This design comes from an exercise in tuning for small area and a short achievable clock period on the open sky130 flow, not from production work.
Only simulation tests tie the RTL to the original design; equivalence was not proved.

Setup of the reference run:
Design PE, start of the top module:
module PE (input [31:0] x, input [31:0] w, input [31:0] acc, output reg [31:0] res, input clk, output reg [31:0] wout);
Size in the first run: about 4200 cells after synthesis, about 37000 um^2 of cells after synthesis.
==> module add_pre, before the edit <==
module add_pre (input as, input [7:0] ae, input [22:0] af,
                input a_zero, input a_inf, input a_nan,
                input [9:0] f0, input [1:0] k, input [31:0] b,
                output sx, output sy, output [7:0] ex, output [22:0] fx,
                output [26:0] sh, output d_0, output d_le1,
                output r_nan, output r_inf, output r_zz, output r_pass);
  wire        sb = b[31];
  wire [7:0]  eb = b[30:23];
  wire [22:0] bf = b[22:0];
  wire        fb_nz = |bf;
  wire        b_max = &eb;
  wire        b_zero = ~|eb & ~fb_nz;
  wire [9:0] p0 = f0 - {2'b0, eb};
  wire [9:0] n0 = {2'b0, eb} - f0;
  wire [9:0] p1 = p0 + 10'd1;
  wire [9:0] p2 = p0 + 10'd2;
  wire [9:0] n1 = n0 - 10'd1;
  wire [9:0] n2 = n0 - 10'd2;
  wire [7:0] d0 = p0[9] ? n0[7:0] : p0[7:0];
  wire [7:0] d1 = p1[9] ? n1[7:0] : p1[7:0];
  wire [7:0] d2 = p2[9] ? n2[7:0] : p2[7:0];
  wire       xa = (k == 2'd0) ? ~p0[9] : (k == 2'd1) ? ~p1[9] : ~p2[9];
  wire [7:0] d = (k == 2'd0) ? d0 : (k == 2'd1) ? d1 : d2;
  assign d_0   = ~|d;
  assign d_le1 = ~|d[7:1];
  assign r_nan  = a_nan | (b_max & fb_nz);
  assign r_inf  = ~r_nan & (a_inf | b_max);
  assign r_zz   = ~r_nan & ~r_inf & a_zero & b_zero;
  assign r_pass = ~r_nan & ~r_inf & (a_zero ^ b_zero);
  wire       xs = a_inf | (~b_max & (b_zero | (~a_zero & xa)));
  assign sx = xs ? as : sb;
  assign sy = xs ? sb : as;
  assign ex = xs ? ae : eb;
  assign fx = xs ? af : bf;
  wire [22:0] fy = xs ? bf : af;
  wire [26:0] my  = {1'b1, fy, 3'b000};
  assign sh = (|d[7:5]) ? 27'd0 : (my >> d[4:0]);
endmodule
==> module adder32, before the edit <==
module adder32 (input sx, input sy, input [7:0] ex, input [22:0] fx,
                input [26:0] sh, input d_0, input d_le1,
                input r_nan, input r_inf, input r_zz, input r_pass,
                output reg [31:0] z);
  wire        sub = sx ^ sy;
  wire        a_eq = d_0 & (fx == sh[25:3]);
  wire [26:0] sha = {sh[26:1], sh[0] | sh[1]};
  wire [26:0] mx  = {1'b1, fx, 3'b000};
  wire [27:0] t;
  wire        t_co;
  skl_add #(28) u_far (.a({1'b0, mx}), .b({1'b0, sha} ^ {28{sub}}), .ci(sub), .s(t), .co(t_co));
  wire        c   = t[27];
  wire        n1  = ~t[27] & ~t[26];
  wire [23:0] mf  = c ? t[27:4] : (n1 ? {t[25:4], t[2], 1'b0} : {t[26:4], t[2]});
  wire        gf  = c ? t[3] : t[2];
  wire        rf  = c ? t[2] : t[1];
  wire        stf = c ? (t[1] | t[0]) : t[0];
  wire        incf = gf & (rf | stf | mf[0]);
  wire        ecf;
  wire [8:0]  exm = {1'b0, ex} - 9'd1;
  wire [8:0]  ex1 = {1'b0, ex} + 9'd1;
  wire [8:0]  ex2 = {1'b0, ex} + 9'd2;
  wire [7:0]  ef0 = c ? ex1[7:0] : (n1 ? exm[7:0] : ex);
  wire [7:0]  ef1 = c ? ex2[7:0] : (n1 ? ex : ex1[7:0]);
  wire        uf0 = ~c & (n1 ? (ex < 8'd2) : (ex == 8'd0));
  wire        uf1 = ~c & n1 & (ex == 8'd0);
  wire        of0 = c & (ex == 8'd254);
  wire        of1 = c ? (ex >= 8'd253) : (~n1 & (ex == 8'd254));
  wire [7:0]  ef  = ecf ? ef1 : ef0;
  wire        uff = ecf ? uf1 : uf0;
  wire        off = ecf ? of1 : of0;
  wire [24:0] xn  = {1'b1, fx, 1'b0};
  wire [24:0] yn  = sh[26:2];
  wire [25:0] t1, t2;
  wire        t1_co, t2_co;
  skl_add #(26) u_n1 (.a({1'b0, xn}), .b(~{1'b0, yn}), .ci(1'b1), .s(t1), .co(t1_co));
  skl_add #(26) u_n2 (.a({1'b0, yn}), .b(~{1'b0, xn}), .ci(1'b1), .s(t2), .co(t2_co));
  wire        neg = t1[25];
  wire [24:0] tn  = neg ? t2[24:0] : t1[24:0];
  wire        sn  = neg ? sy : sx;
  wire [23:0] mn  = {tn[24:2], tn[0]};
  reg  [4:0]  lz;
  integer i;
  always @* begin
    lz = 5'd24;
    for (i = 0; i < 24; i = i + 1)
      if (mn[i]) lz = 5'd23 - i[4:0];
  end
  wire [23:0] mnn  = mn << lz;
  wire        lz0  = mn[23];
  wire [8:0]  exl  = {1'b0, ex} - {4'd0, lz};
  wire [7:0]  en   = lz0 ? ex : exl[7:0];
  reg  [23:0] topmask;
  integer n;
  always @* begin
    for (n = 0; n < 24; n = n + 1)
      topmask[n] = ({1'b0, ex} > (9'd23 - n));
  end
  wire        ufn  = ~|(mn & topmask) & ((|mn) | (ex < 8'd25));
  wire        ofn  = 1'b0;
  wire        near = sub & d_le1;
  wire [23:0] mi  = near ? mn : mf;
  wire        ii  = near ? tn[0] : incf;
  wire [23:0] mi1 = mi + {23'd0, ii};
  assign ecf = incf & (mf == 24'hfffffe);
  wire        sr = near ? sn : sx;
  wire [23:0] mr = (near & ~lz0) ? mnn : mi1;
  wire [7:0]  er = near ? en : ef;
  wire        uf = near ? ufn : uff;
  wire        of = near ? ofn : off;
  always @* begin
    if (r_nan)
      z = 32'hffc00000;
    else if (r_inf)
      z = {sx, 8'hff, 23'd0};
    else if (r_zz)
      z = {sx & sy, 31'd0};
    else if (r_pass)
      z = {sx, ex, fx};
    else if (a_eq & sub)
      z = 32'd0;
    else if (uf)
      z = 32'd0;
    else if (of)
      z = {sr, 8'hff, 23'd0};
    else
      z = {sr, er, mr[22:0]};
  end
endmodule
clock: 18.0 ns
lec_check: 0
cap_margin: 20
core_margin: 2
core_utilization: 60
slew_margin: 20
synth_hierarchical: 1
synth_minimum_keep_size: 0
standard.sh (not shown) runs the stock make flow with config.mk's settings and CLKGATE_MAP_FILE= SYNTH_SCRIPT=/design/flow/synth_recipe.tcl, a recipe that flattens the netlist after the stock synthesis.
==> flow/flow/run.sh <==
#!/bin/bash
# The standard layout, with two changes to how it is made:
# - repair_timing is asked to keep a setup margin (flow/margin.txt, in ns), so
#   that the timing repair also works on paths that already meet the clock;
# - the port buffers that buffer_ports inserts on every input and output are
#   sky130_fd_sc_hd__buf_2 cells instead of its default delay-buffer cell.
# make's full output goes to flow_make.log; each ORFS step keeps its own log
# under orfs/logs.
set -euo pipefail
MARGIN=$(cat flow/margin.txt)
bash standard.sh SETUP_SLACK_MARGIN=$MARGIN \
  "BUFFER_PORTS_ARGS=-buffer_cell sky130_fd_sc_hd__buf_2" finish > flow_make.log 2>&1
==> flow/flow/margin.txt <==
11
The reference run finished all stages; however, its layout fails the closing checks, the failures being max-slew violations.
The inputs of the trial run differ from those of the reference run as listed below.
--- a/flow/design.v
+++ b/flow/design.v
@@ -1718,5 +1718,6 @@
   wire [22:0] fy = xs ? bf : af;
   wire [26:0] my  = {1'b1, fy, 3'b000};
-  assign sh = (|d[7:5]) ? 27'd0 : (my >> d[4:0]);
+  wire [26:0] sh0 = ((|d[7:5]) | (d[4:0] > 5'd26)) ? 27'd0 : (my >> d[4:0]);
+  assign sh = {sh0[26:1], sh0[0] | sh0[1]};
 endmodule
 module adder32 (input sx, input sy, input [7:0] ex, input [22:0] fx,
@@ -1726,9 +1727,8 @@
   wire        sub = sx ^ sy;
   wire        a_eq = d_0 & (fx == sh[25:3]);
-  wire [26:0] sha = {sh[26:1], sh[0] | sh[1]};
   wire [26:0] mx  = {1'b1, fx, 3'b000};
   wire [27:0] t;
   wire        t_co;
-  skl_add #(28) u_far (.a({1'b0, mx}), .b({1'b0, sha} ^ {28{sub}}), .ci(sub), .s(t), .co(t_co));
+  skl_add #(28) u_far (.a({1'b0, mx}), .b({1'b0, sh} ^ {28{sub}}), .ci(sub), .s(t), .co(t_co));
   wire        c   = t[27];
   wire        n1  = ~t[27] & ~t[26];
The sole clean run among the reference run and the trial run is the trial run. Finished, but not clean: the reference run, with max-slew violations. Changes observed in the trial run relative to the reference run: vias after detailed routing down about 3%; floorplan die width down 0.41%; half-perimeter wire length of the detailed placement result down 2900 um. Changes observed in the trial run relative to the reference run: relative area change from synthesis to final layout now smaller; achievable frequency rose by 1.7%. Taking the reference run as the reference, in the trial run number of iterations in the first detailed-routing pass has increased; number of cells on the critical path has increased; post-route clock period utilization has decreased.

==> afterwards: timing with drivers on the ports <==
The flow's constraints put no driver on any port. The routed layouts listed below were extracted and timed again, unchanged, in two steps. Step 1 (the two cells are an assumption about what drives the block):
set clk [get_ports {clk}]
set_driving_cell -lib_cell sky130_fd_sc_hd__clkbuf_16 $clk
set_driving_cell -lib_cell sky130_fd_sc_hd__buf_2 [delete_from_list [all_inputs] $clk]
Step 2, shift: input delay + t, output delay - t, t = (earliest + latest rising clock arrival at the registers) / 2. This alone moves slack from input paths to output paths. a / b / c = ideal / step 1 / step 2; a / b = the first two.
| run | t (ns) | slack for setup (ns) | worst data-port slew with drivers (ns) | pins driven straight from the clock port |
|---|---|---|---|---|
| the reference run | 0.657 | 10.804 / 10.820 / 10.163 | 0.15 | 1 |
| the trial run | 0.636 | 10.928 / 10.929 / 10.293 | 0.16 | 1 |
For the reference run, which loses most, drivers alone change the setup slack by +0.016 ns; drivers and shift together by -0.641 ns.
